This design comes from an exercise in tuning for small area and a short achievable clock period on the open sky130 flow, not from production work.
For this run, only the layout was checked, not whether the RTL still works.
The clock port is modelled as an ideal driver; clocking choices that lean on that would not hold on a real chip.

### design/flow/config.mk
export PLATFORM = sky130hd
export DESIGN_NAME = reed_solomon_top
export DESIGN_NICKNAME = reed_solomon_top
export VERILOG_FILES = /design/flow/design.v
export SDC_FILE = /design/flow/constraint.sdc
export NUM_CORES = 4
export LEC_CHECK = 0
export CAP_MARGIN = 20
export CORE_MARGIN = 2
export CORE_UTILIZATION = 40
export CTS_CLUSTER_DIAMETER = 100
export CTS_CLUSTER_SIZE = 24
export SETUP_SLACK_MARGIN = 1.9
export SLEW_MARGIN = 20
export SYNTH_HIERARCHICAL = 1
export SYNTH_MINIMUM_KEEP_SIZE = 0
### design/flow/constraint.sdc
create_clock -name core_clock -period 4.0 [get_ports {clk}]
set_input_delay 0.8000 -clock core_clock [delete_from_list [all_inputs] [get_ports {clk}]]
set_output_delay 0.8000 -clock core_clock [all_outputs]
set_load 0.01 [all_outputs]
### design/flow/design.v
module rs_xor2(input wire a, input wire b, output wire y);
    assign y = a ^ b;
endmodule
module rs_fbg(input wire x, input wire p, output wire y);
    assign y = ~(x & ~p);
endmodule
module rs_xnor2(input wire a, input wire b, output wire y);
    assign y = ~(a ^ b);
endmodule
module rs_inv(input wire a, output wire y);
    assign y = ~a;
endmodule
module rs_nand2(input wire a, input wire b, output wire y);
    assign y = ~(a & b);
endmodule
module reed_solomon_top(
    input  wire       clk,
    input  wire       rst_n,
    input  wire [7:0] data_in,
    output wire [7:0] code_out
);
    reg  [7:0] st;
    reg        po, dn;
    reg  [1:0] pz;    
    wire       at222 = (st == 8'h84);    
    wire       at254 = (st == 8'h80);    
    always @(posedge clk or negedge rst_n) begin
        if (!rst_n) begin
            st <= 8'h01;
            pz <= {2{1'b0}};
            po <= 1'b0;
            dn <= 1'b1;
        end else begin
            st <= {st[6:0], st[7] ^ st[5] ^ st[4] ^ st[3]};
            pz[0] <= at222 | (pz[0] & ~at254);
            pz[1] <= at222 | (pz[1] & ~at254);
            po <= at222 | (po & ~at254);
            dn <= ~at222 & (dn | at254);
        end
    end
    reg  [255:0] rem;
    wire [255:0] nxt;
    wire [7:0] x;
    rs_xor2 fx0 (.a(data_in[0]), .b(rem[248]), .y(x[0]));
    wire fbn0_0;
    rs_fbg f0_0 (.x(x[0]), .p(pz[0]), .y(fbn0_0));
    wire fbn0_1;
    rs_fbg f0_1 (.x(x[0]), .p(pz[1]), .y(fbn0_1));
    wire fbn0_2;
    rs_fbg f0_2 (.x(x[0]), .p(pz[0]), .y(fbn0_2));
    rs_xor2 fx1 (.a(data_in[1]), .b(rem[249]), .y(x[1]));
    wire fbn1_0;
    rs_fbg f1_0 (.x(x[1]), .p(pz[1]), .y(fbn1_0));
    wire fbn1_1;
    rs_fbg f1_1 (.x(x[1]), .p(pz[0]), .y(fbn1_1));
    rs_xor2 fx2 (.a(data_in[2]), .b(rem[250]), .y(x[2]));
    wire fbn2_0;
    rs_fbg f2_0 (.x(x[2]), .p(pz[1]), .y(fbn2_0));
    wire fbn2_1;
    rs_fbg f2_1 (.x(x[2]), .p(pz[0]), .y(fbn2_1));
    rs_xor2 fx3 (.a(data_in[3]), .b(rem[251]), .y(x[3]));
    wire fbn3_0;
    rs_fbg f3_0 (.x(x[3]), .p(pz[1]), .y(fbn3_0));
    wire fbn3_1;
    rs_fbg f3_1 (.x(x[3]), .p(pz[0]), .y(fbn3_1));
    rs_xor2 fx4 (.a(data_in[4]), .b(rem[252]), .y(x[4]));
    wire fbn4_0;
    rs_fbg f4_0 (.x(x[4]), .p(pz[1]), .y(fbn4_0));
    rs_xor2 fx5 (.a(data_in[5]), .b(rem[253]), .y(x[5]));
    wire fbn5_0;
    rs_fbg f5_0 (.x(x[5]), .p(pz[0]), .y(fbn5_0));
    rs_xor2 fx6 (.a(data_in[6]), .b(rem[254]), .y(x[6]));
    wire fbn6_0;
    rs_fbg f6_0 (.x(x[6]), .p(pz[1]), .y(fbn6_0));
    rs_xor2 fx7 (.a(data_in[7]), .b(rem[255]), .y(x[7]));
    wire fbn7_0;
    rs_fbg f7_0 (.x(x[7]), .p(pz[0]), .y(fbn7_0));
    wire p03_0;
    wire p03_1;
    wire p05_0;
    wire p06_0;
    wire p09_0;
    wire p0a_0;
    wire p0c_0;
    wire p11_0;
    wire p12_0;
    wire p14_0;
    wire p18_0;
    wire p22_0;
    wire p30_0;
    wire p42_0;
    wire p44_0;
    wire p48_0;
    wire p50_0;
    wire p60_0;
    wire p60_1;
    wire p81_0;
    wire p82_0;
    wire p84_0;
    wire p90_0;
    wire pa0_0;
    wire p0b_0;
    wire p0e_0;
    wire p13_0;
    wire p16_0;
    wire p1b_0;
    wire p1c_0;
    wire p1d_0;
    wire p23_0;
    wire p25_0;
    wire p26_0;
    wire p27_0;
    wire p29_0;
    wire p2a_0;
    wire p2c_0;
    wire p2e_0;
    wire p31_0;
    wire p32_0;
    wire p35_0;
    wire p36_0;
    wire p38_0;
    wire p3a_0;
    wire p45_0;
    wire p47_0;
    wire p4a_0;
    wire p4c_0;
    wire p4d_0;
    wire p4e_0;
    wire p51_0;
    wire p53_0;
    wire p54_0;
    wire p55_0;
    wire p58_0;
    wire p59_0;
    wire p5a_0;
    wire p5c_0;
    wire p61_0;
    wire p62_0;
    wire p63_0;
    wire p65_0;
    wire p6a_0;
    wire p6c_0;
    wire p70_0;
    wire p71_0;
    wire p72_0;
    wire p74_0;
    wire p83_0;
    wire p85_0;
    wire p89_0;
    wire p8b_0;
    wire p8d_0;
    wire p8e_0;
    wire p91_0;
    wire p93_0;
    wire p95_0;
    wire p98_0;
    wire p99_0;
    wire pa1_0;
    wire pa2_0;
    wire pa3_0;
    wire pa5_0;
    wire pa8_0;
    wire pa9_0;
    wire paa_0;
    wire pb0_0;
    wire pb1_0;
    wire pc1_0;
    wire pc2_0;
    wire pc3_0;
    wire pc6_0;
    wire pca_0;
    wire pd1_0;
    wire pd2_0;
    wire pd4_0;
    wire pd8_0;
    wire pe1_0;
    wire pe2_0;
    wire pf0_0;
    rs_xor2 x_p03_0 (.a(fbn0_0), .b(fbn1_0), .y(p03_0));
    rs_xor2 x_p03_1 (.a(fbn0_1), .b(fbn1_1), .y(p03_1));
    rs_xor2 x_p05_0 (.a(fbn0_2), .b(fbn2_0), .y(p05_0));
    rs_xor2 x_p06_0 (.a(fbn1_0), .b(fbn2_1), .y(p06_0));
    rs_xor2 x_p09_0 (.a(fbn0_0), .b(fbn3_0), .y(p09_0));
    rs_xor2 x_p0a_0 (.a(fbn1_1), .b(fbn3_1), .y(p0a_0));
    rs_xor2 x_p0c_0 (.a(fbn2_0), .b(fbn3_0), .y(p0c_0));
    rs_xor2 x_p11_0 (.a(fbn0_1), .b(fbn4_0), .y(p11_0));
    rs_xor2 x_p12_0 (.a(fbn1_0), .b(fbn4_0), .y(p12_0));
    rs_xor2 x_p14_0 (.a(fbn2_1), .b(fbn4_0), .y(p14_0));
    rs_xor2 x_p18_0 (.a(fbn3_1), .b(fbn4_0), .y(p18_0));
    rs_xor2 x_p22_0 (.a(fbn1_1), .b(fbn5_0), .y(p22_0));
    rs_xor2 x_p30_0 (.a(fbn4_0), .b(fbn5_0), .y(p30_0));
    rs_xor2 x_p42_0 (.a(fbn1_0), .b(fbn6_0), .y(p42_0));
    rs_xor2 x_p44_0 (.a(fbn2_0), .b(fbn6_0), .y(p44_0));
    rs_xor2 x_p48_0 (.a(fbn3_0), .b(fbn6_0), .y(p48_0));
    rs_xor2 x_p50_0 (.a(fbn4_0), .b(fbn6_0), .y(p50_0));
    rs_xor2 x_p60_0 (.a(fbn5_0), .b(fbn6_0), .y(p60_0));
    rs_xor2 x_p60_1 (.a(fbn5_0), .b(fbn6_0), .y(p60_1));
    rs_xor2 x_p81_0 (.a(fbn0_2), .b(fbn7_0), .y(p81_0));
    rs_xor2 x_p82_0 (.a(fbn1_1), .b(fbn7_0), .y(p82_0));
    rs_xor2 x_p84_0 (.a(fbn2_1), .b(fbn7_0), .y(p84_0));
    rs_xor2 x_p90_0 (.a(fbn4_0), .b(fbn7_0), .y(p90_0));
    rs_xor2 x_pa0_0 (.a(fbn5_0), .b(fbn7_0), .y(pa0_0));
    rs_xor2 x_p0b_0 (.a(p0a_0), .b(fbn0_0), .y(p0b_0));
    rs_xor2 x_p0e_0 (.a(p0c_0), .b(fbn1_0), .y(p0e_0));
    rs_xor2 x_p13_0 (.a(p12_0), .b(fbn0_1), .y(p13_0));
    rs_xor2 x_p16_0 (.a(p14_0), .b(fbn1_1), .y(p16_0));
    rs_xor2 x_p1b_0 (.a(p03_0), .b(p18_0), .y(p1b_0));
    rs_xor2 x_p1c_0 (.a(p18_0), .b(fbn2_0), .y(p1c_0));
    rs_xor2 x_p1d_0 (.a(p05_0), .b(p18_0), .y(p1d_0));
    rs_xor2 x_p23_0 (.a(p22_0), .b(fbn0_2), .y(p23_0));
    rs_xor2 x_p25_0 (.a(p05_0), .b(fbn5_0), .y(p25_0));
    rs_xor2 x_p26_0 (.a(p22_0), .b(fbn2_1), .y(p26_0));
    rs_xor2 x_p27_0 (.a(p05_0), .b(p22_0), .y(p27_0));
    rs_xor2 x_p29_0 (.a(p09_0), .b(fbn5_0), .y(p29_0));
    rs_xor2 x_p2a_0 (.a(p22_0), .b(fbn3_1), .y(p2a_0));
    rs_xor2 x_p2c_0 (.a(p0c_0), .b(fbn5_0), .y(p2c_0));
    rs_xor2 x_p2e_0 (.a(p22_0), .b(p0c_0), .y(p2e_0));
    rs_xor2 x_p31_0 (.a(p30_0), .b(fbn0_0), .y(p31_0));
    rs_xor2 x_p32_0 (.a(p30_0), .b(fbn1_0), .y(p32_0));
    rs_xor2 x_p35_0 (.a(p05_0), .b(p30_0), .y(p35_0));
    rs_xor2 x_p36_0 (.a(p06_0), .b(p30_0), .y(p36_0));
    rs_xor2 x_p38_0 (.a(p30_0), .b(fbn3_0), .y(p38_0));
    rs_xor2 x_p3a_0 (.a(p0a_0), .b(p30_0), .y(p3a_0));
    rs_xor2 x_p45_0 (.a(p44_0), .b(fbn0_1), .y(p45_0));
    rs_xor2 x_p47_0 (.a(p03_1), .b(p44_0), .y(p47_0));
    rs_xor2 x_p4a_0 (.a(p48_0), .b(fbn1_1), .y(p4a_0));
    rs_xor2 x_p4c_0 (.a(p48_0), .b(fbn2_0), .y(p4c_0));
    rs_xor2 x_p4d_0 (.a(p05_0), .b(p48_0), .y(p4d_0));
    rs_xor2 x_p4e_0 (.a(p06_0), .b(p48_0), .y(p4e_0));
    rs_xor2 x_p51_0 (.a(p50_0), .b(fbn0_2), .y(p51_0));
    rs_xor2 x_p53_0 (.a(p03_0), .b(p50_0), .y(p53_0));
    rs_xor2 x_p54_0 (.a(p50_0), .b(fbn2_1), .y(p54_0));
    rs_xor2 x_p55_0 (.a(p05_0), .b(p50_0), .y(p55_0));
    rs_xor2 x_p58_0 (.a(p50_0), .b(fbn3_1), .y(p58_0));
    rs_xor2 x_p59_0 (.a(p09_0), .b(p50_0), .y(p59_0));
    rs_xor2 x_p5a_0 (.a(p0a_0), .b(p50_0), .y(p5a_0));
    rs_xor2 x_p5c_0 (.a(p0c_0), .b(p50_0), .y(p5c_0));
    rs_xor2 x_p61_0 (.a(p60_0), .b(fbn0_0), .y(p61_0));
    rs_xor2 x_p62_0 (.a(p60_1), .b(fbn1_0), .y(p62_0));
    rs_xor2 x_p63_0 (.a(p03_1), .b(p60_0), .y(p63_0));
    rs_xor2 x_p65_0 (.a(p05_0), .b(p60_1), .y(p65_0));
    rs_xor2 x_p6a_0 (.a(p0a_0), .b(p60_0), .y(p6a_0));
    rs_xor2 x_p6c_0 (.a(p0c_0), .b(p60_1), .y(p6c_0));
    rs_xor2 x_p70_0 (.a(p60_0), .b(fbn4_0), .y(p70_0));
    rs_xor2 x_p71_0 (.a(p11_0), .b(p60_1), .y(p71_0));
    rs_xor2 x_p72_0 (.a(p12_0), .b(p60_0), .y(p72_0));
    rs_xor2 x_p74_0 (.a(p14_0), .b(p60_1), .y(p74_0));
    rs_xor2 x_p83_0 (.a(p82_0), .b(fbn0_1), .y(p83_0));
    rs_xor2 x_p85_0 (.a(p84_0), .b(fbn0_2), .y(p85_0));
    rs_xor2 x_p89_0 (.a(p81_0), .b(fbn3_0), .y(p89_0));
    rs_xor2 x_p8b_0 (.a(p09_0), .b(p82_0), .y(p8b_0));
    rs_xor2 x_p8d_0 (.a(p09_0), .b(p84_0), .y(p8d_0));
    rs_xor2 x_p8e_0 (.a(p0a_0), .b(p84_0), .y(p8e_0));
    rs_xor2 x_p91_0 (.a(p90_0), .b(fbn0_0), .y(p91_0));
    rs_xor2 x_p93_0 (.a(p03_0), .b(p90_0), .y(p93_0));
    rs_xor2 x_p95_0 (.a(p05_0), .b(p90_0), .y(p95_0));
    rs_xor2 x_p98_0 (.a(p90_0), .b(fbn3_1), .y(p98_0));
    rs_xor2 x_p99_0 (.a(p09_0), .b(p90_0), .y(p99_0));
    rs_xor2 x_pa1_0 (.a(pa0_0), .b(fbn0_1), .y(pa1_0));
    rs_xor2 x_pa2_0 (.a(pa0_0), .b(fbn1_1), .y(pa2_0));
    rs_xor2 x_pa3_0 (.a(p03_1), .b(pa0_0), .y(pa3_0));
    rs_xor2 x_pa5_0 (.a(p05_0), .b(pa0_0), .y(pa5_0));
    rs_xor2 x_pa8_0 (.a(pa0_0), .b(fbn3_0), .y(pa8_0));
    rs_xor2 x_pa9_0 (.a(p09_0), .b(pa0_0), .y(pa9_0));
    rs_xor2 x_paa_0 (.a(p0a_0), .b(pa0_0), .y(paa_0));
    rs_xor2 x_pb0_0 (.a(pa0_0), .b(fbn4_0), .y(pb0_0));
    rs_xor2 x_pb1_0 (.a(p11_0), .b(pa0_0), .y(pb1_0));
    rs_xor2 x_pc1_0 (.a(p81_0), .b(fbn6_0), .y(pc1_0));
    rs_xor2 x_pc2_0 (.a(p82_0), .b(fbn6_0), .y(pc2_0));
    rs_xor2 x_pc3_0 (.a(p81_0), .b(p42_0), .y(pc3_0));
    rs_xor2 x_pc6_0 (.a(p42_0), .b(p84_0), .y(pc6_0));
    rs_xor2 x_pca_0 (.a(p82_0), .b(p48_0), .y(pca_0));
    rs_xor2 x_pd1_0 (.a(p81_0), .b(p50_0), .y(pd1_0));
    rs_xor2 x_pd2_0 (.a(p42_0), .b(p90_0), .y(pd2_0));
    rs_xor2 x_pd4_0 (.a(p44_0), .b(p90_0), .y(pd4_0));
    rs_xor2 x_pd8_0 (.a(p48_0), .b(p90_0), .y(pd8_0));
    rs_xor2 x_pe1_0 (.a(p81_0), .b(p60_0), .y(pe1_0));
    rs_xor2 x_pe2_0 (.a(p42_0), .b(pa0_0), .y(pe2_0));
    rs_xor2 x_pf0_0 (.a(p50_0), .b(pa0_0), .y(pf0_0));
    rs_xnor2 a_0 (.a(fbn3_1), .b(pe1_0), .y(nxt[0]));
    assign nxt[1] = pd2_0;
    assign nxt[2] = p4d_0;
    rs_xnor2 a_3 (.a(fbn0_2), .b(p72_0), .y(nxt[3]));
    rs_inv a_4 (.a(p0e_0), .y(nxt[4]));
    assign nxt[5] = p1d_0;
    assign nxt[6] = p3a_0;
    assign nxt[7] = p74_0;
    rs_xnor2 a_8 (.a(rem[0]), .b(p16_0), .y(nxt[8]));
    rs_xnor2 a_9 (.a(rem[1]), .b(p2c_0), .y(nxt[9]));
    rs_xor2 a_10 (.a(rem[2]), .b(p4e_0), .y(nxt[10]));
    rs_xor2 a_11 (.a(rem[3]), .b(p8b_0), .y(nxt[11]));
    rs_xnor2 a_12 (.a(rem[4]), .b(fbn0_0), .y(nxt[12]));
    rs_xnor2 a_13 (.a(rem[5]), .b(fbn1_0), .y(nxt[13]));
    rs_xor2 a_14 (.a(rem[6]), .b(p05_0), .y(nxt[14]));
    rs_xnor2 a_15 (.a(rem[7]), .b(p0b_0), .y(nxt[15]));
    wire t_16;
    rs_xor2 b_16 (.a(rem[8]), .b(fbn0_1), .y(t_16));
    rs_xnor2 a_16 (.a(t_16), .b(p4e_0), .y(nxt[16]));
    wire t_17;
    rs_xor2 b_17 (.a(rem[9]), .b(p06_0), .y(t_17));
    rs_xor2 a_17 (.a(t_17), .b(p99_0), .y(nxt[17]));
    rs_xor2 a_18 (.a(rem[10]), .b(p71_0), .y(nxt[18]));
    wire t_19;
    rs_xor2 b_19 (.a(rem[11]), .b(fbn2_0), .y(t_19));
    rs_xnor2 a_19 (.a(t_19), .b(pa9_0), .y(nxt[19]));
    rs_xor2 a_20 (.a(rem[12]), .b(p14_0), .y(nxt[20]));
    rs_xnor2 a_21 (.a(rem[13]), .b(p29_0), .y(nxt[21]));
    rs_xor2 a_22 (.a(rem[14]), .b(p53_0), .y(nxt[22]));
    wire t_23;
    rs_xor2 b_23 (.a(rem[15]), .b(fbn1_1), .y(t_23));
    rs_xnor2 a_23 (.a(t_23), .b(pa5_0), .y(nxt[23]));
    rs_xor2 a_24 (.a(rem[16]), .b(p30_0), .y(nxt[24]));
    rs_xor2 a_25 (.a(rem[17]), .b(p60_1), .y(nxt[25]));
    rs_xor2 a_26 (.a(rem[18]), .b(pf0_0), .y(nxt[26]));
    rs_xor2 a_27 (.a(rem[19]), .b(pd1_0), .y(nxt[27]));
    rs_xor2 a_28 (.a(rem[20]), .b(p93_0), .y(nxt[28]));
    rs_xnor2 a_29 (.a(rem[21]), .b(p26_0), .y(nxt[29]));
    rs_xnor2 a_30 (.a(rem[22]), .b(p4c_0), .y(nxt[30]));
    rs_xnor2 a_31 (.a(rem[23]), .b(p98_0), .y(nxt[31]));
    wire t_32, u_32;
    rs_xor2 c_32 (.a(rem[24]), .b(fbn6_0), .y(u_32));
    rs_xor2 b_32 (.a(u_32), .b(p84_0), .y(t_32));
    rs_xnor2 a_32 (.a(t_32), .b(p1b_0), .y(nxt[32]));
    wire t_33;
    rs_xor2 b_33 (.a(rem[25]), .b(p14_0), .y(t_33));
    rs_xor2 a_33 (.a(t_33), .b(paa_0), .y(nxt[33]));
    rs_xor2 a_34 (.a(rem[26]), .b(pa3_0), .y(nxt[34]));
    rs_xor2 a_35 (.a(rem[27]), .b(p99_0), .y(nxt[35]));
    wire t_36;
    rs_xor2 b_36 (.a(rem[28]), .b(p0c_0), .y(t_36));
    rs_xor2 a_36 (.a(t_36), .b(pe1_0), .y(nxt[36]));
    wire t_37;
    rs_xor2 b_37 (.a(rem[29]), .b(p03_0), .y(t_37));
    rs_xor2 a_37 (.a(t_37), .b(pd8_0), .y(nxt[37]));
    wire t_38;
    rs_xor2 b_38 (.a(rem[30]), .b(p06_0), .y(t_38));
    rs_xor2 a_38 (.a(t_38), .b(pb1_0), .y(nxt[38]));
    wire t_39;
    rs_xor2 b_39 (.a(rem[31]), .b(p03_1), .y(t_39));
    rs_xor2 a_39 (.a(t_39), .b(p6c_0), .y(nxt[39]));
    rs_xor2 a_40 (.a(rem[32]), .b(p6c_0), .y(nxt[40]));
    rs_xor2 a_41 (.a(rem[33]), .b(pd8_0), .y(nxt[41]));
    wire t_42;
    rs_xor2 b_42 (.a(rem[34]), .b(fbn2_1), .y(t_42));
    rs_xnor2 a_42 (.a(t_42), .b(pd8_0), .y(nxt[42]));
    wire t_43;
    rs_xor2 b_43 (.a(rem[35]), .b(fbn0_2), .y(t_43));
    rs_xnor2 a_43 (.a(t_43), .b(pd4_0), .y(nxt[43]));
    rs_xor2 a_44 (.a(rem[36]), .b(pc6_0), .y(nxt[44]));
    rs_xor2 a_45 (.a(rem[37]), .b(p8d_0), .y(nxt[45]));
    rs_xor2 a_46 (.a(rem[38]), .b(p1b_0), .y(nxt[46]));
    rs_xor2 a_47 (.a(rem[39]), .b(p36_0), .y(nxt[47]));
    rs_xor2 a_48 (.a(rem[40]), .b(pb1_0), .y(nxt[48]));
    rs_xor2 a_49 (.a(rem[41]), .b(p63_0), .y(nxt[49]));
    wire t_50;
    rs_xor2 b_50 (.a(rem[42]), .b(fbn1_0), .y(t_50));
    rs_xnor2 a_50 (.a(t_50), .b(p74_0), .y(nxt[50]));
    wire t_51;
    rs_xor2 b_51 (.a(rem[43]), .b(fbn0_0), .y(t_51));
    rs_xnor2 a_51 (.a(t_51), .b(p5c_0), .y(nxt[51]));
    rs_xnor2 a_52 (.a(rem[44]), .b(p0b_0), .y(nxt[52]));
    rs_xnor2 a_53 (.a(rem[45]), .b(p16_0), .y(nxt[53]));
    rs_xnor2 a_54 (.a(rem[46]), .b(p2c_0), .y(nxt[54]));
    rs_xnor2 a_55 (.a(rem[47]), .b(p58_0), .y(nxt[55]));
    rs_xnor2 a_56 (.a(rem[48]), .b(pa8_0), .y(nxt[56]));
    rs_xor2 a_57 (.a(rem[49]), .b(p50_0), .y(nxt[57]));
    rs_xnor2 a_58 (.a(rem[50]), .b(fbn3_0), .y(nxt[58]));
    wire t_59;
    rs_xor2 b_59 (.a(rem[51]), .b(fbn3_1), .y(t_59));
    rs_xnor2 a_59 (.a(t_59), .b(pb1_0), .y(nxt[59]));
    wire t_60;
    rs_xor2 b_60 (.a(rem[52]), .b(fbn1_1), .y(t_60));
    rs_xnor2 a_60 (.a(t_60), .b(pd8_0), .y(nxt[60]));
    wire t_61;
    rs_xor2 b_61 (.a(rem[53]), .b(fbn2_0), .y(t_61));
    rs_xnor2 a_61 (.a(t_61), .b(pb1_0), .y(nxt[61]));
    rs_xor2 a_62 (.a(rem[54]), .b(p6a_0), .y(nxt[62]));
    rs_xor2 a_63 (.a(rem[55]), .b(pd4_0), .y(nxt[63]));
    wire t_64;
    rs_xor2 b_64 (.a(rem[56]), .b(p0c_0), .y(t_64));
    rs_xor2 a_64 (.a(t_64), .b(pe1_0), .y(nxt[64]));
    wire t_65;
    rs_xor2 b_65 (.a(rem[57]), .b(p03_0), .y(t_65));
    rs_xor2 a_65 (.a(t_65), .b(pd8_0), .y(nxt[65]));
    rs_xor2 a_66 (.a(rem[58]), .b(p5a_0), .y(nxt[66]));
    rs_xor2 a_67 (.a(rem[59]), .b(p59_0), .y(nxt[67]));
    wire t_68;
    rs_xor2 b_68 (.a(rem[60]), .b(fbn1_0), .y(t_68));
    rs_xnor2 a_68 (.a(t_68), .b(p5c_0), .y(nxt[68]));
    wire t_69;
    rs_xor2 b_69 (.a(rem[61]), .b(p0c_0), .y(t_69));
    rs_xor2 a_69 (.a(t_69), .b(pb1_0), .y(nxt[69]));
    wire t_70;
    rs_xor2 b_70 (.a(rem[62]), .b(p09_0), .y(t_70));
    rs_xor2 a_70 (.a(t_70), .b(p72_0), .y(nxt[70]));
    wire t_71;
    rs_xor2 b_71 (.a(rem[63]), .b(p06_0), .y(t_71));
    rs_xor2 a_71 (.a(t_71), .b(pf0_0), .y(nxt[71]));
    rs_xor2 a_72 (.a(rem[64]), .b(p18_0), .y(nxt[72]));
    rs_xnor2 a_73 (.a(rem[65]), .b(p31_0), .y(nxt[73]));
    wire t_74;
    rs_xor2 b_74 (.a(rem[66]), .b(fbn3_0), .y(t_74));
    rs_xnor2 a_74 (.a(t_74), .b(p72_0), .y(nxt[74]));
    wire t_75;
    rs_xor2 b_75 (.a(rem[67]), .b(fbn7_0), .y(t_75));
    rs_xnor2 a_75 (.a(t_75), .b(p6c_0), .y(nxt[75]));
    rs_xnor2 a_76 (.a(rem[68]), .b(pc1_0), .y(nxt[76]));
    rs_xnor2 a_77 (.a(rem[69]), .b(p83_0), .y(nxt[77]));
    rs_xor2 a_78 (.a(rem[70]), .b(p06_0), .y(nxt[78]));
    rs_xor2 a_79 (.a(rem[71]), .b(p0c_0), .y(nxt[79]));
    wire t_80;
    rs_xor2 b_80 (.a(rem[72]), .b(p09_0), .y(t_80));
    rs_xor2 a_80 (.a(t_80), .b(pe2_0), .y(nxt[80]));
    wire t_81;
    rs_xor2 b_81 (.a(rem[73]), .b(p03_1), .y(t_81));
    rs_xor2 a_81 (.a(t_81), .b(pd4_0), .y(nxt[81]));
    rs_xor2 a_82 (.a(rem[74]), .b(p44_0), .y(nxt[82]));
    rs_xnor2 a_83 (.a(rem[75]), .b(p62_0), .y(nxt[83]));
    rs_xor2 a_84 (.a(rem[76]), .b(p2e_0), .y(nxt[84]));
    wire t_85;
    rs_xor2 b_85 (.a(rem[77]), .b(fbn0_1), .y(t_85));
    rs_xnor2 a_85 (.a(t_85), .b(p5c_0), .y(nxt[85]));
    wire t_86;
    rs_xor2 b_86 (.a(rem[78]), .b(fbn4_0), .y(t_86));
    rs_xnor2 a_86 (.a(t_86), .b(paa_0), .y(nxt[86]));
    wire t_87;
    rs_xor2 b_87 (.a(rem[79]), .b(fbn0_2), .y(t_87));
    rs_xnor2 a_87 (.a(t_87), .b(p74_0), .y(nxt[87]));
    wire t_88;
    rs_xor2 b_88 (.a(rem[80]), .b(fbn7_0), .y(t_88));
    rs_xnor2 a_88 (.a(t_88), .b(p36_0), .y(nxt[88]));
    wire t_89;
    rs_xor2 b_89 (.a(rem[81]), .b(fbn0_0), .y(t_89));
    rs_xnor2 a_89 (.a(t_89), .b(p6c_0), .y(nxt[89]));
    rs_xor2 a_90 (.a(rem[82]), .b(p6c_0), .y(nxt[90]));
    wire t_91;
    rs_xor2 b_91 (.a(rem[83]), .b(fbn1_1), .y(t_91));
    rs_xnor2 a_91 (.a(t_91), .b(p6c_0), .y(nxt[91]));
    wire t_92;
    rs_xor2 b_92 (.a(rem[84]), .b(fbn0_1), .y(t_92));
    rs_xnor2 a_92 (.a(t_92), .b(p6a_0), .y(nxt[92]));
    wire t_93;
    rs_xor2 b_93 (.a(rem[85]), .b(fbn1_0), .y(t_93));
    rs_xnor2 a_93 (.a(t_93), .b(pd4_0), .y(nxt[93]));
    wire t_94;
    rs_xor2 b_94 (.a(rem[86]), .b(fbn2_1), .y(t_94));
    rs_xnor2 a_94 (.a(t_94), .b(pa9_0), .y(nxt[94]));
    wire t_95;
    rs_xor2 b_95 (.a(rem[87]), .b(fbn0_2), .y(t_95));
    rs_xnor2 a_95 (.a(t_95), .b(p5a_0), .y(nxt[95]));
    wire t_96;
    rs_xor2 b_96 (.a(rem[88]), .b(fbn0_0), .y(t_96));
    rs_xnor2 a_96 (.a(t_96), .b(p2e_0), .y(nxt[96]));
    wire t_97;
    rs_xor2 b_97 (.a(rem[89]), .b(p03_0), .y(t_97));
    rs_xor2 a_97 (.a(t_97), .b(p5c_0), .y(nxt[97]));
    rs_xor2 a_98 (.a(rem[90]), .b(p90_0), .y(nxt[98]));
    rs_xnor2 a_99 (.a(rem[91]), .b(p0e_0), .y(nxt[99]));
    rs_xnor2 a_100 (.a(rem[92]), .b(p32_0), .y(nxt[100]));
    rs_xor2 a_101 (.a(rem[93]), .b(p65_0), .y(nxt[101]));
    wire t_102;
    rs_xor2 b_102 (.a(rem[94]), .b(fbn0_1), .y(t_102));
    rs_xnor2 a_102 (.a(t_102), .b(pca_0), .y(nxt[102]));
    wire t_103;
    rs_xor2 b_103 (.a(rem[95]), .b(fbn1_1), .y(t_103));
    rs_xnor2 a_103 (.a(t_103), .b(p95_0), .y(nxt[103]));
    rs_xor2 a_104 (.a(rem[96]), .b(p22_0), .y(nxt[104]));
    rs_xnor2 a_105 (.a(rem[97]), .b(p45_0), .y(nxt[105]));
    rs_xor2 a_106 (.a(rem[98]), .b(pa9_0), .y(nxt[106]));
    rs_xnor2 a_107 (.a(rem[99]), .b(p70_0), .y(nxt[107]));
    rs_xnor2 a_108 (.a(rem[100]), .b(pc2_0), .y(nxt[108]));
    rs_xor2 a_109 (.a(rem[101]), .b(p84_0), .y(nxt[109]));
    rs_xnor2 a_110 (.a(rem[102]), .b(fbn3_1), .y(nxt[110]));
    rs_xor2 a_111 (.a(rem[103]), .b(p11_0), .y(nxt[111]));
    wire t_112;
    rs_xor2 b_112 (.a(rem[104]), .b(fbn2_0), .y(t_112));
    rs_xnor2 a_112 (.a(t_112), .b(paa_0), .y(nxt[112]));
    rs_xor2 a_113 (.a(rem[105]), .b(p5c_0), .y(nxt[113]));
    rs_xnor2 a_114 (.a(rem[106]), .b(p16_0), .y(nxt[114]));
    rs_xor2 a_115 (.a(rem[107]), .b(p82_0), .y(nxt[115]));
    rs_xor2 a_116 (.a(rem[108]), .b(paa_0), .y(nxt[116]));
    rs_xor2 a_117 (.a(rem[109]), .b(p55_0), .y(nxt[117]));
    wire t_118;
    rs_xor2 b_118 (.a(rem[110]), .b(fbn0_2), .y(t_118));
    rs_xnor2 a_118 (.a(t_118), .b(paa_0), .y(nxt[118]));
    wire t_119;
    rs_xor2 b_119 (.a(rem[111]), .b(fbn1_0), .y(t_119));
    rs_xnor2 a_119 (.a(t_119), .b(p55_0), .y(nxt[119]));
    rs_xor2 a_120 (.a(rem[112]), .b(p12_0), .y(nxt[120]));
    rs_xnor2 a_121 (.a(rem[113]), .b(p25_0), .y(nxt[121]));
    rs_xor2 a_122 (.a(rem[114]), .b(p59_0), .y(nxt[122]));
    rs_xnor2 a_123 (.a(rem[115]), .b(pa1_0), .y(nxt[123]));
    rs_xnor2 a_124 (.a(rem[116]), .b(p51_0), .y(nxt[124]));
    rs_xnor2 a_125 (.a(rem[117]), .b(pa2_0), .y(nxt[125]));
    rs_xor2 a_126 (.a(rem[118]), .b(p44_0), .y(nxt[126]));
    rs_xnor2 a_127 (.a(rem[119]), .b(p89_0), .y(nxt[127]));
    wire t_128;
    rs_xor2 b_128 (.a(rem[120]), .b(fbn2_1), .y(t_128));
    rs_xnor2 a_128 (.a(t_128), .b(p99_0), .y(nxt[128]));
    wire t_129;
    rs_xor2 b_129 (.a(rem[121]), .b(fbn0_0), .y(t_129));
    rs_xnor2 a_129 (.a(t_129), .b(p3a_0), .y(nxt[129]));
    wire t_130;
    rs_xor2 b_130 (.a(rem[122]), .b(p09_0), .y(t_130));
    rs_xor2 a_130 (.a(t_130), .b(pe2_0), .y(nxt[130]));
    rs_xnor2 a_131 (.a(rem[123]), .b(p4a_0), .y(nxt[131]));
    rs_xor2 a_132 (.a(rem[124]), .b(p09_0), .y(nxt[132]));
    rs_xnor2 a_133 (.a(rem[125]), .b(p13_0), .y(nxt[133]));
    rs_xor2 a_134 (.a(rem[126]), .b(p27_0), .y(nxt[134]));
    rs_xor2 a_135 (.a(rem[127]), .b(p4e_0), .y(nxt[135]));
    rs_xnor2 a_136 (.a(rem[128]), .b(p61_0), .y(nxt[136]));
    rs_xnor2 a_137 (.a(rem[129]), .b(pc2_0), .y(nxt[137]));
    wire t_138;
    rs_xor2 b_138 (.a(rem[130]), .b(fbn2_0), .y(t_138));
    rs_xnor2 a_138 (.a(t_138), .b(pe1_0), .y(nxt[138]));
    wire t_139;
    rs_xor2 b_139 (.a(rem[131]), .b(fbn0_1), .y(t_139));
    rs_xnor2 a_139 (.a(t_139), .b(paa_0), .y(nxt[139]));
    rs_xor2 a_140 (.a(rem[132]), .b(p36_0), .y(nxt[140]));
    rs_xor2 a_141 (.a(rem[133]), .b(p6c_0), .y(nxt[141]));
    rs_xor2 a_142 (.a(rem[134]), .b(pd8_0), .y(nxt[142]));
    rs_xnor2 a_143 (.a(rem[135]), .b(pb0_0), .y(nxt[143]));
    rs_xor2 a_144 (.a(rem[136]), .b(p12_0), .y(nxt[144]));
    rs_xnor2 a_145 (.a(rem[137]), .b(p25_0), .y(nxt[145]));
    rs_xor2 a_146 (.a(rem[138]), .b(p59_0), .y(nxt[146]));
    rs_xnor2 a_147 (.a(rem[139]), .b(pa1_0), .y(nxt[147]));
    rs_xnor2 a_148 (.a(rem[140]), .b(p51_0), .y(nxt[148]));
    rs_xnor2 a_149 (.a(rem[141]), .b(pa2_0), .y(nxt[149]));
    rs_xor2 a_150 (.a(rem[142]), .b(p44_0), .y(nxt[150]));
    rs_xnor2 a_151 (.a(rem[143]), .b(p89_0), .y(nxt[151]));
    rs_xnor2 a_152 (.a(rem[144]), .b(fbn0_2), .y(nxt[152]));
    rs_xnor2 a_153 (.a(rem[145]), .b(fbn1_1), .y(nxt[153]));
    rs_xnor2 a_154 (.a(rem[146]), .b(fbn2_1), .y(nxt[154]));
    rs_xnor2 a_155 (.a(rem[147]), .b(fbn3_0), .y(nxt[155]));
    rs_xnor2 a_156 (.a(rem[148]), .b(fbn4_0), .y(nxt[156]));
    rs_xnor2 a_157 (.a(rem[149]), .b(fbn5_0), .y(nxt[157]));
    rs_xnor2 a_158 (.a(rem[150]), .b(fbn6_0), .y(nxt[158]));
    rs_xnor2 a_159 (.a(rem[151]), .b(fbn7_0), .y(nxt[159]));
    rs_xor2 a_160 (.a(rem[152]), .b(p4e_0), .y(nxt[160]));
    wire t_161;
    rs_xor2 b_161 (.a(rem[153]), .b(fbn2_0), .y(t_161));
    rs_xnor2 a_161 (.a(t_161), .b(p99_0), .y(nxt[161]));
    wire t_162;
    rs_xor2 b_162 (.a(rem[154]), .b(fbn0_0), .y(t_162));
    rs_xnor2 a_162 (.a(t_162), .b(p74_0), .y(nxt[162]));
    rs_xor2 a_163 (.a(rem[155]), .b(pa5_0), .y(nxt[163]));
    rs_xnor2 a_164 (.a(rem[156]), .b(fbn2_1), .y(nxt[164]));
    rs_xor2 a_165 (.a(rem[157]), .b(p09_0), .y(nxt[165]));
    rs_xnor2 a_166 (.a(rem[158]), .b(p13_0), .y(nxt[166]));
    rs_xor2 a_167 (.a(rem[159]), .b(p27_0), .y(nxt[167]));
    rs_xnor2 a_168 (.a(rem[160]), .b(p2a_0), .y(nxt[168]));
    rs_xnor2 a_169 (.a(rem[161]), .b(p54_0), .y(nxt[169]));
    rs_xnor2 a_170 (.a(rem[162]), .b(p83_0), .y(nxt[170]));
    rs_xnor2 a_171 (.a(rem[163]), .b(p2c_0), .y(nxt[171]));
    rs_xor2 a_172 (.a(rem[164]), .b(p72_0), .y(nxt[172]));
    wire t_173;
    rs_xor2 b_173 (.a(rem[165]), .b(fbn2_0), .y(t_173));
    rs_xnor2 a_173 (.a(t_173), .b(pe1_0), .y(nxt[173]));
    rs_xor2 a_174 (.a(rem[166]), .b(pca_0), .y(nxt[174]));
    rs_xor2 a_175 (.a(rem[167]), .b(p95_0), .y(nxt[175]));
    rs_xnor2 a_176 (.a(rem[168]), .b(p54_0), .y(nxt[176]));
    rs_xor2 a_177 (.a(rem[169]), .b(pa9_0), .y(nxt[177]));
    rs_xor2 a_178 (.a(rem[170]), .b(p06_0), .y(nxt[178]));
    rs_xnor2 a_179 (.a(rem[171]), .b(p58_0), .y(nxt[179]));
    wire t_180;
    rs_xor2 b_180 (.a(rem[172]), .b(fbn2_1), .y(t_180));
    rs_xnor2 a_180 (.a(t_180), .b(pe1_0), .y(nxt[180]));
    rs_xor2 a_181 (.a(rem[173]), .b(pca_0), .y(nxt[181]));
    rs_xor2 a_182 (.a(rem[174]), .b(p95_0), .y(nxt[182]));
    rs_xnor2 a_183 (.a(rem[175]), .b(p2a_0), .y(nxt[183]));
    rs_xnor2 a_184 (.a(rem[176]), .b(p29_0), .y(nxt[184]));
    rs_xor2 a_185 (.a(rem[177]), .b(p53_0), .y(nxt[185]));
    rs_xor2 a_186 (.a(rem[178]), .b(p8e_0), .y(nxt[186]));
    rs_xor2 a_187 (.a(rem[179]), .b(p35_0), .y(nxt[187]));
    rs_xor2 a_188 (.a(rem[180]), .b(p42_0), .y(nxt[188]));
    rs_xnor2 a_189 (.a(rem[181]), .b(p85_0), .y(nxt[189]));
    rs_xor2 a_190 (.a(rem[182]), .b(p0a_0), .y(nxt[190]));
    rs_xor2 a_191 (.a(rem[183]), .b(p14_0), .y(nxt[191]));
    rs_xor2 a_192 (.a(rem[184]), .b(pe1_0), .y(nxt[192]));
    rs_xor2 a_193 (.a(rem[185]), .b(pc3_0), .y(nxt[193]));
    wire t_194;
    rs_xor2 b_194 (.a(rem[186]), .b(fbn1_0), .y(t_194));
    rs_xnor2 a_194 (.a(t_194), .b(p65_0), .y(nxt[194]));
    wire t_195;
    rs_xor2 b_195 (.a(rem[187]), .b(fbn0_1), .y(t_195));
    rs_xnor2 a_195 (.a(t_195), .b(p2e_0), .y(nxt[195]));
    wire t_196;
    rs_xor2 b_196 (.a(rem[188]), .b(p14_0), .y(t_196));
    rs_xor2 a_196 (.a(t_196), .b(paa_0), .y(nxt[196]));
    wire t_197;
    rs_xor2 b_197 (.a(rem[189]), .b(fbn3_1), .y(t_197));
    rs_xnor2 a_197 (.a(t_197), .b(p74_0), .y(nxt[197]));
    wire t_198;
    rs_xor2 b_198 (.a(rem[190]), .b(fbn3_0), .y(t_198));
    rs_xnor2 a_198 (.a(t_198), .b(pf0_0), .y(nxt[198]));
    rs_xor2 a_199 (.a(rem[191]), .b(pf0_0), .y(nxt[199]));
    rs_xor2 a_200 (.a(rem[192]), .b(p8e_0), .y(nxt[200]));
    rs_xnor2 a_201 (.a(rem[193]), .b(p1c_0), .y(nxt[201]));
    wire t_202;
    rs_xor2 b_202 (.a(rem[194]), .b(fbn7_0), .y(t_202));
    rs_xnor2 a_202 (.a(t_202), .b(p36_0), .y(nxt[202]));
    wire t_203;
    rs_xor2 b_203 (.a(rem[195]), .b(fbn0_2), .y(t_203));
    rs_xnor2 a_203 (.a(t_203), .b(pe2_0), .y(nxt[203]));
    rs_xor2 a_204 (.a(rem[196]), .b(p48_0), .y(nxt[204]));
    rs_xnor2 a_205 (.a(rem[197]), .b(p91_0), .y(nxt[205]));
    rs_xnor2 a_206 (.a(rem[198]), .b(p23_0), .y(nxt[206]));
    rs_xor2 a_207 (.a(rem[199]), .b(p47_0), .y(nxt[207]));
    wire t_208;
    rs_xor2 b_208 (.a(rem[200]), .b(p0a_0), .y(t_208));
    rs_xor2 a_208 (.a(t_208), .b(p74_0), .y(nxt[208]));
    wire t_209, u_209;
    rs_xor2 c_209 (.a(rem[201]), .b(fbn7_0), .y(u_209));
    rs_xor2 b_209 (.a(u_209), .b(p60_0), .y(t_209));
    rs_xnor2 a_209 (.a(t_209), .b(p1d_0), .y(nxt[209]));
    rs_xnor2 a_210 (.a(rem[202]), .b(p85_0), .y(nxt[210]));
    rs_xor2 a_211 (.a(rem[203]), .b(p74_0), .y(nxt[211]));
    wire t_212;
    rs_xor2 b_212 (.a(rem[204]), .b(fbn1_1), .y(t_212));
    rs_xnor2 a_212 (.a(t_212), .b(p95_0), .y(nxt[212]));
    wire t_213;
    rs_xor2 b_213 (.a(rem[205]), .b(fbn0_0), .y(t_213));
    rs_xnor2 a_213 (.a(t_213), .b(p2e_0), .y(nxt[213]));
    wire t_214;
    rs_xor2 b_214 (.a(rem[206]), .b(p03_1), .y(t_214));
    rs_xor2 a_214 (.a(t_214), .b(p5c_0), .y(nxt[214]));
    wire t_215, u_215;
    rs_xor2 c_215 (.a(rem[207]), .b(fbn5_0), .y(u_215));
    rs_xor2 b_215 (.a(u_215), .b(p84_0), .y(t_215));
    rs_xnor2 a_215 (.a(t_215), .b(p1b_0), .y(nxt[215]));
    rs_xnor2 a_216 (.a(rem[208]), .b(fbn1_0), .y(nxt[216]));
    rs_xor2 a_217 (.a(rem[209]), .b(p05_0), .y(nxt[217]));
    rs_xor2 a_218 (.a(rem[210]), .b(p09_0), .y(nxt[218]));
    rs_xor2 a_219 (.a(rem[211]), .b(p11_0), .y(nxt[219]));
    rs_xnor2 a_220 (.a(rem[212]), .b(fbn5_0), .y(nxt[220]));
    rs_xnor2 a_221 (.a(rem[213]), .b(fbn6_0), .y(nxt[221]));
    rs_xnor2 a_222 (.a(rem[214]), .b(fbn7_0), .y(nxt[222]));
    rs_xnor2 a_223 (.a(rem[215]), .b(fbn0_1), .y(nxt[223]));
    rs_xor2 a_224 (.a(rem[216]), .b(p18_0), .y(nxt[224]));
    rs_xnor2 a_225 (.a(rem[217]), .b(p31_0), .y(nxt[225]));
    wire t_226;
    rs_xor2 b_226 (.a(rem[218]), .b(fbn3_1), .y(t_226));
    rs_xnor2 a_226 (.a(t_226), .b(p72_0), .y(nxt[226]));
    wire t_227;
    rs_xor2 b_227 (.a(rem[219]), .b(fbn7_0), .y(t_227));
    rs_xnor2 a_227 (.a(t_227), .b(p6c_0), .y(nxt[227]));
    rs_xnor2 a_228 (.a(rem[220]), .b(pc1_0), .y(nxt[228]));
    rs_xnor2 a_229 (.a(rem[221]), .b(p83_0), .y(nxt[229]));
    rs_xor2 a_230 (.a(rem[222]), .b(p06_0), .y(nxt[230]));
    rs_xor2 a_231 (.a(rem[223]), .b(p0c_0), .y(nxt[231]));
    rs_xor2 a_232 (.a(rem[224]), .b(p1b_0), .y(nxt[232]));
    rs_xor2 a_233 (.a(rem[225]), .b(p36_0), .y(nxt[233]));
    wire t_234;
    rs_xor2 b_234 (.a(rem[226]), .b(p03_0), .y(t_234));
    rs_xor2 a_234 (.a(t_234), .b(p74_0), .y(nxt[234]));
    wire t_235;
    rs_xor2 b_235 (.a(rem[227]), .b(p05_0), .y(t_235));
    rs_xor2 a_235 (.a(t_235), .b(pf0_0), .y(nxt[235]));
    wire t_236;
    rs_xor2 b_236 (.a(rem[228]), .b(fbn0_2), .y(t_236));
    rs_xnor2 a_236 (.a(t_236), .b(pf0_0), .y(nxt[236]));
    wire t_237;
    rs_xor2 b_237 (.a(rem[229]), .b(fbn0_0), .y(t_237));
    rs_xnor2 a_237 (.a(t_237), .b(pe2_0), .y(nxt[237]));
    rs_xor2 a_238 (.a(rem[230]), .b(pc6_0), .y(nxt[238]));
    rs_xor2 a_239 (.a(rem[231]), .b(p8d_0), .y(nxt[239]));
    rs_xor2 a_240 (.a(rem[232]), .b(p71_0), .y(nxt[240]));
    rs_xor2 a_241 (.a(rem[233]), .b(pe2_0), .y(nxt[241]));
    wire t_242;
    rs_xor2 b_242 (.a(rem[234]), .b(fbn2_0), .y(t_242));
    rs_xnor2 a_242 (.a(t_242), .b(pb1_0), .y(nxt[242]));
    rs_xor2 a_243 (.a(rem[235]), .b(p1b_0), .y(nxt[243]));
    rs_xor2 a_244 (.a(rem[236]), .b(p47_0), .y(nxt[244]));
    rs_xor2 a_245 (.a(rem[237]), .b(p8e_0), .y(nxt[245]));
    rs_xnor2 a_246 (.a(rem[238]), .b(p1c_0), .y(nxt[246]));
    rs_xnor2 a_247 (.a(rem[239]), .b(p38_0), .y(nxt[247]));
    rs_xor2 a_248 (.a(rem[240]), .b(p8e_0), .y(nxt[248]));
    rs_xnor2 a_249 (.a(rem[241]), .b(p1c_0), .y(nxt[249]));
    wire t_250;
    rs_xor2 b_250 (.a(rem[242]), .b(fbn7_0), .y(t_250));
    rs_xnor2 a_250 (.a(t_250), .b(p36_0), .y(nxt[250]));
    wire t_251;
    rs_xor2 b_251 (.a(rem[243]), .b(fbn0_1), .y(t_251));
    rs_xnor2 a_251 (.a(t_251), .b(pe2_0), .y(nxt[251]));
    rs_xor2 a_252 (.a(rem[244]), .b(p48_0), .y(nxt[252]));
    rs_xnor2 a_253 (.a(rem[245]), .b(p91_0), .y(nxt[253]));
    rs_xnor2 a_254 (.a(rem[246]), .b(p23_0), .y(nxt[254]));
    rs_xor2 a_255 (.a(rem[247]), .b(p47_0), .y(nxt[255]));
    always @(posedge clk or negedge rst_n) begin
        if (!rst_n) rem <= 256'd0;
        else        rem <= nxt;
    end
    wire [7:0] sd, sr;
    genvar g;
    generate for (g = 0; g < 8; g = g + 1) begin : omux
        rs_nand2 nd (.a(data_in[g]), .b(dn), .y(sd[g]));
        rs_nand2 nr (.a(rem[248+g]), .b(po), .y(sr[g]));
        rs_nand2 no (.a(sd[g]), .b(sr[g]), .y(code_out[g]));
    end endgenerate
endmodule
### design/flow/flow/run.sh
#!/bin/bash
set -euo pipefail
HERE=$(pwd)
CTS="-sink_clustering_enable -repair_clock_nets -sink_clustering_size 24 -sink_clustering_max_diameter 100 -dont_use_dummy_load"
DU="sky130_fd_sc_hd__probe_p_8 sky130_fd_sc_hd__probec_p_8 sky130_fd_sc_hd__lpflow_bleeder_1 sky130_fd_sc_hd__lpflow_clkbufkapwr_1 sky130_fd_sc_hd__lpflow_clkbufkapwr_16 sky130_fd_sc_hd__lpflow_clkbufkapwr_2 sky130_fd_sc_hd__lpflow_clkbufkapwr_4 sky130_fd_sc_hd__lpflow_clkbufkapwr_8 sky130_fd_sc_hd__lpflow_clkinvkapwr_1 sky130_fd_sc_hd__lpflow_clkinvkapwr_16 sky130_fd_sc_hd__lpflow_clkinvkapwr_2 sky130_fd_sc_hd__lpflow_clkinvkapwr_4 sky130_fd_sc_hd__lpflow_clkinvkapwr_8 sky130_fd_sc_hd__lpflow_decapkapwr_12 sky130_fd_sc_hd__lpflow_decapkapwr_3 sky130_fd_sc_hd__lpflow_decapkapwr_4 sky130_fd_sc_hd__lpflow_decapkapwr_6 sky130_fd_sc_hd__lpflow_decapkapwr_8 sky130_fd_sc_hd__lpflow_inputiso0n_1 sky130_fd_sc_hd__lpflow_inputiso0p_1 sky130_fd_sc_hd__lpflow_inputiso1n_1 sky130_fd_sc_hd__lpflow_inputiso1p_1 sky130_fd_sc_hd__lpflow_inputisolatch_1 sky130_fd_sc_hd__lpflow_isobufsrc_1 sky130_fd_sc_hd__lpflow_isobufsrc_16 sky130_fd_sc_hd__lpflow_isobufsrc_2 sky130_fd_sc_hd__lpflow_isobufsrc_4 sky130_fd_sc_hd__lpflow_isobufsrc_8 sky130_fd_sc_hd__lpflow_isobufsrckapwr_16 sky130_fd_sc_hd__lpflow_lsbuf_lh_hl_isowell_tap_1 sky130_fd_sc_hd__lpflow_lsbuf_lh_hl_isowell_tap_2 sky130_fd_sc_hd__lpflow_lsbuf_lh_hl_isowell_tap_4 sky130_fd_sc_hd__lpflow_lsbuf_lh_isowell_4 sky130_fd_sc_hd__lpflow_lsbuf_lh_isowell_tap_1 sky130_fd_sc_hd__lpflow_lsbuf_lh_isowell_tap_2 sky130_fd_sc_hd__lpflow_lsbuf_lh_isowell_tap_4 sky130_fd_sc_hd__xor2_4 sky130_fd_sc_hd__xnor2_4"
ARGS=("SKIP_INCREMENTAL_REPAIR=1" "BUFFER_PORTS_ARGS=-buffer_cell sky130_fd_sc_hd__buf_2" "CTS_ARGS=$CTS" "DONT_USE_CELLS=$DU")
bash standard.sh "${ARGS[@]}" cts > standard_cts.log 2>&1
RES=$HERE/orfs/results/sky130hd/reed_solomon_top/base
MARGIN=$(sed -n 's/^export SETUP_SLACK_MARGIN *= *//p' config.mk)
RES=$RES TARGET=$MARGIN LIB=$FLOW_HOME/platforms/sky130hd/lib/sky130_fd_sc_hd__tt_025C_1v80.lib \
  openroad -no_init -exit flow/recover.tcl > recover.log 2>&1
bash standard.sh "${ARGS[@]}" finish > standard.log 2>&1
### design/flow/flow/recover.tcl
# Area recovery after CTS: remove data-path buffers (not port buffers), then downsize
# combinational cells (never flip-flops or clock cells), one at a time, keeping each change
# only if the worst setup slack stays at or above the target and no max-slew /
# max-capacitance violation appears.
set res $::env(RES)
set target $::env(TARGET)
read_db $res/4_cts.odb
read_liberty $::env(LIB)
read_sdc $res/4_cts.sdc
source $::env(FLOW_HOME)/platforms/sky130hd/setRC.tcl
set_propagated_clock [all_clocks]
estimate_parasitics -placement
report_design_area
report_worst_slack
# never ask for more than the slack timing repair reached
set ws [expr {[sta::worst_slack_cmd max]*1e9}]
if {$ws < $target} { set target [expr {$ws - 0.005}] }
puts "recovery target slack $target"

set slew0 [sta::max_slew_violation_count]
set cap0 [sta::max_capacitance_violation_count]
proc try_remove_buffer {name target} {
  set block [ord::get_db_block]
  set dbi [$block findInst $name]
  set in_it [$dbi findITerm A]; set out_it [$dbi findITerm X]
  if {$in_it == "NULL" || $out_it == "NULL"} { return 0 }
  set nin [$in_it getNet]; set nout [$out_it getNet]
  if {$nin == "NULL" || $nout == "NULL"} { return 0 }
  if {[llength [$nout getBTerms]] > 0 || [llength [$nin getBTerms]] > 0} { return 0 }
  set loads {}
  foreach it [$nout getITerms] { if {[$it getInst] != $dbi} { lappend loads $it } }
  foreach it $loads { $it disconnect; $it connect $nin }
  estimate_parasitics -placement
  if {[sta::worst_slack_cmd max] >= $target*1e-9 && [sta::max_slew_violation_count] <= $::slew0 && [sta::max_capacitance_violation_count] <= $::cap0} {
    $in_it disconnect
    odb::dbInst_destroy $dbi
    odb::dbNet_destroy $nout
    return 1
  }
  foreach it $loads { $it disconnect; $it connect $nout }
  estimate_parasitics -placement
  return 0
}
set nb 0
foreach inst [get_cells *] {
  set lc [get_property $inst ref_name]
  if {![regexp {__buf_[0-9]+$} $lc]} continue
  set nm [get_full_name $inst]
  if {[regexp {^(input|output)} $nm]} continue
  if {[try_remove_buffer $nm $target]} { puts "removed buffer $nm"; incr nb }
}
puts "removed $nb buffers"

proc smaller_cells {name} {
  if {![regexp {^(sky130_fd_sc_hd__)(.*)_([0-9]+)$} $name -> pre base drv]} { return {} }
  set out {}
  foreach d {0 1 2 4 6 8 12 16} {
    if {$d >= $drv} break
    set c "${pre}${base}_$d"
    if {[llength [get_lib_cells -quiet */$c]] > 0} { lappend out $c }
  }
  return $out
}
set insts {}
foreach inst [get_cells *] {
  set lc [get_property $inst ref_name]
  if {[regexp {df|clkbuf|clkinv|dly|tap|fill|decap} $lc]} continue
  if {[llength [smaller_cells $lc]] == 0} continue
  lappend insts $inst
}
puts "candidates: [llength $insts]"
set n 0
foreach inst $insts {
  set lc [get_property $inst ref_name]
  foreach c [smaller_cells $lc] {
    replace_cell $inst [lindex [get_lib_cells */$c] 0]
    estimate_parasitics -placement
    if {[sta::worst_slack_cmd max] >= $target*1e-9 && [sta::max_slew_violation_count] <= $slew0 && [sta::max_capacitance_violation_count] <= $cap0} {
      puts "resized [get_full_name $inst] $lc -> $c"
      incr n
      break
    }
    replace_cell $inst [lindex [get_lib_cells */$lc] 0]
    estimate_parasitics -placement
  }
}
puts "downsized $n instances"
report_design_area
report_worst_slack
write_db $res/4_cts.odb
### design/flow/standard.sh
#!/bin/bash
# synth_recipe.tcl (not shown) runs the flow's synth.tcl, then flattens the netlist and writes it again
# the make line also repeats each setting of config.mk as NAME=value (left out here)
make -C /OpenROAD-flow-scripts/flow DESIGN_CONFIG=/design/flow/config.mk WORK_HOME=/design/flow/orfs CLKGATE_MAP_FILE= SYNTH_SCRIPT=/design/flow/synth_recipe.tcl "${@:-finish}"
==> run notes <==
## cell families (layout without fill, tap and decap cells)
family	after synthesis	after routing
xor+xnor	440	440
buf+inv	2	92
flops	268	268
mux	4	4
simple gates	40	41
## modules after synthesis (local to each module, per instance)
module            cells inside  flip-flops and latches  times used
reed_solomon_top           279                     268           1
rs_xnor2                     1                       0         134
rs_xor2                      1                       0         303
rs_fbg                       1                       0          13
rs_inv                       1                       0           1
rs_nand2                     1                       0          24
## sequential cells by signal, summed over array words and instances, names as in the netlist
register	count
rem	256
dn	1
po	1
st	8
pz	2
## area by class of cell
class / instances / area share
Inverter: 2 / 0.000605
Timing Repair Buffer: 75 / 0.0362
Sequential cell: 268 / 0.541
Clock buffer: 15 / 0.0303
Multi-Input combinational cell: 485 / 0.357
Tap cell: 341 / 0.0344
## final timing paths
path / startpoint / to
max: data_in[6] / rem[36]$_DFF_PN0_
min: rem[17]$_DFF_PN0_ / rem[25]$_DFF_PN0_
max reg2reg: rem[254]$_DFF_PN0_ / rem[36]$_DFF_PN0_
min reg2reg: rem[17]$_DFF_PN0_ / rem[25]$_DFF_PN0_
max in group asynchronous: rst_n / rem[174]$_DFF_PN0_
min in group asynchronous: rst_n / rem[241]$_DFF_PN0_
## layer usage
metal | vias to the layer above | global-route usage | wire [um]
met3 | 59 | 0.0306 | 1410
met2 | 121 | 0.317 | 12500
met5 | - | 0 | 0
li1 | 2438 | - | -
met1 | 2903 | 0.271 | 11600
met4 | 0 | 0.0780 | 1170
## cell usage in the layout, fill, tap and decap left out, drive strengths merged, types with 2 or more instances in the layout
cell type | synthesis | layout
nand2 | 25 | 25
dfstp | 2 | 2
buf | 0 | 75
mux2 | 3 | 3
xnor2 | 136 | 136
xor2 | 304 | 304
clkbuf | 0 | 15
dfrtp | 266 | 266
inv | 2 | 2
nand2b | 13 | 14
## metrics by stage
stage | setup WS [ns] | hold WS (ns) | cell area [um2] | util
6_report | 1.76 | 0.376 | 12400 | 0.464
5_1_grt | 1.63 | 0.393 | 12400 | 0.464
4_1_cts | 1.79 | 0.224 | 13400 | 0.501
3_5_place_dp | 0.762 | 0.366 | 12000 | 0.449
3_3_place_gp | 0.728 | 0.362 | 12000 | 0.449
2_1_floorplan | 1.47 | 0.355 | 11300 | -
## worst max-delay path: stages
cell	delay [ns]
buf_1	0.15
xor2_2	0.20
nand2b_4	0.25
xor2_2	0.58
xor2_1	0.25
buf_1	0.20
xor2_1	0.21
==> results.yml <==
run_status:
  status: "no timing/DRC/antenna violations"
floorplan:
  coreArea_um2: 26700
  die_area_um2: 28400
  initial_core_util: 0.405
  fp.dieH_um: 168
  ioPinCount: 18
  num_rows: 60
  dieWidth_um: 168
setup_path:
  worstPathArrival_ns: 2.64
  r2r_setup_slack_ns: 1.78
  cp-start-kind: "input pin"
  crit_path_end_kind: "flop"
  required_ns: 4.41
  path_max_fanout: 11
  setup.worst_path.class: "input pin to flop"
  rr_worst_depth: 6
clocking:
  htreeDepth: 1
  cts_inserted_buffers: 15
  cts.sinks: 268
  cts.path.max_buffers: 3
  clk_root_buffer_cell: "clkbuf_16"
  cts_setup_buffers: 102
  path_clk_slew_ns: 0.10
  insertion_delay_ns: 0.49
  cts_hold_buf: 0
  cts_resized: 11
  cts_tree: "built"
timing:
  fin_crit_sh: 0.560
  finalSetupViolCount: 0
  tightestPinTransition_ns: 1.23
  max-slew-margin-rel: 0.179
  fin_tns_setup_ns: 0
  max_freq_mhz: 447
  period_minus_slack_ns: 2.24
  skew_ns: 0.0514
  maxSlewViolCount: 0
  hold_viol: 0
synthesis:
  synth_fa_ha_area_frac: 0
  ys_seq_area_frac: 0.620
  synth-async-reset-ratio: 1.00
  synth_nets: 764
  yosys.area_share.simple: 0.0191
  synth_top_family_by_area: "XOR/XNOR gates"
  ys_warn_count: 7
  ys_seq_elements: 268
  synthTopCellsByArea: "dfrtp_1 (62%), xor2_1 (25%), xnor2_1 (11%)"
  synth_area_um2: 10800
  ys.flop_type: "dfrtp_1"
  yosysMostFrequentCell: "xor2_1"
  synth_commonest_cells: "xor2_1 (304), dfrtp_1 (266), xnor2_1 (136)"
  synth_compound_area_frac: 0
  synth_xor_area_frac: 0.356
  syn_area_per_cell_um2: 14.4
  netlist_instances: 754
  yosysTopAreaCell: "dfrtp_1"
  synth_edf_count: 0
  synth_cell_types: 12
  synthMuxAreaShare: 0.00405
  synth_top_area_frac: 0.615
route:
  wl_per_cell_um: 22.5
  viasPerCell: 4.66
  routed_wl_um: 26700
  vias: 5521
  firstDrtPassIters: 4
  drc_errors: 0
  drt_iter0_markers: 284
  ant_nets: 0
finish:
  multiInputGateArea_um2: 4430
  register_area_um2: 6710
  fin_cells: 1186
  areaGrowthSynthToFinish_pct: 14.6
  drive_gt1_frac: 0.137
  nets: 857
  diodes: 0
  fillCellCount: 2364
grt:
  antenna_found_initial: 0
  grt-ovfl-total: 0
  grtUsageTotal: 0.197
  grt_max_degree: 161
  grt_pass1_vias: 6164
  grt_pass1_wl_um: 40400
placed_design:
  place_inst: 1131
  portBuffers: 17
  gp_congestion: 0.855
  hpwl_um: 17600
worst_hold_path:
  whs_path_depth: 1
  hp-class: "flop to flop"
flow_run:
  drv_cap: 0

afterwards: timing with drivers on the ports:
The flow's constraints put no driver on any port. The routed layout listed below was extracted and timed again, unchanged, in two steps.
Step 1, drivers: a clkbuf_16 drives clk and a buf_2 each remaining input, both assumed.
Step 2, shift: input delay + t, output delay - t, t = (earliest + latest rising clock arrival at the registers) / 2. This alone moves slack from input paths to output paths.
a / b / c = no drivers / after step 1 / after step 2; a / b = the first two.
t (ns): 0.515
setup WS [ns]: 1.762 / 1.752 / 1.268
worst setup path after step 2: input to register
latest minus earliest clock arrival (ns): 0.052 / 0.052
worst register clock-pin slew, ns: 0.10 / 0.10
After both steps setup and hold are still met in this run. The setup slack of this run moves by -0.010 ns with the drivers and by -0.494 ns with both steps.
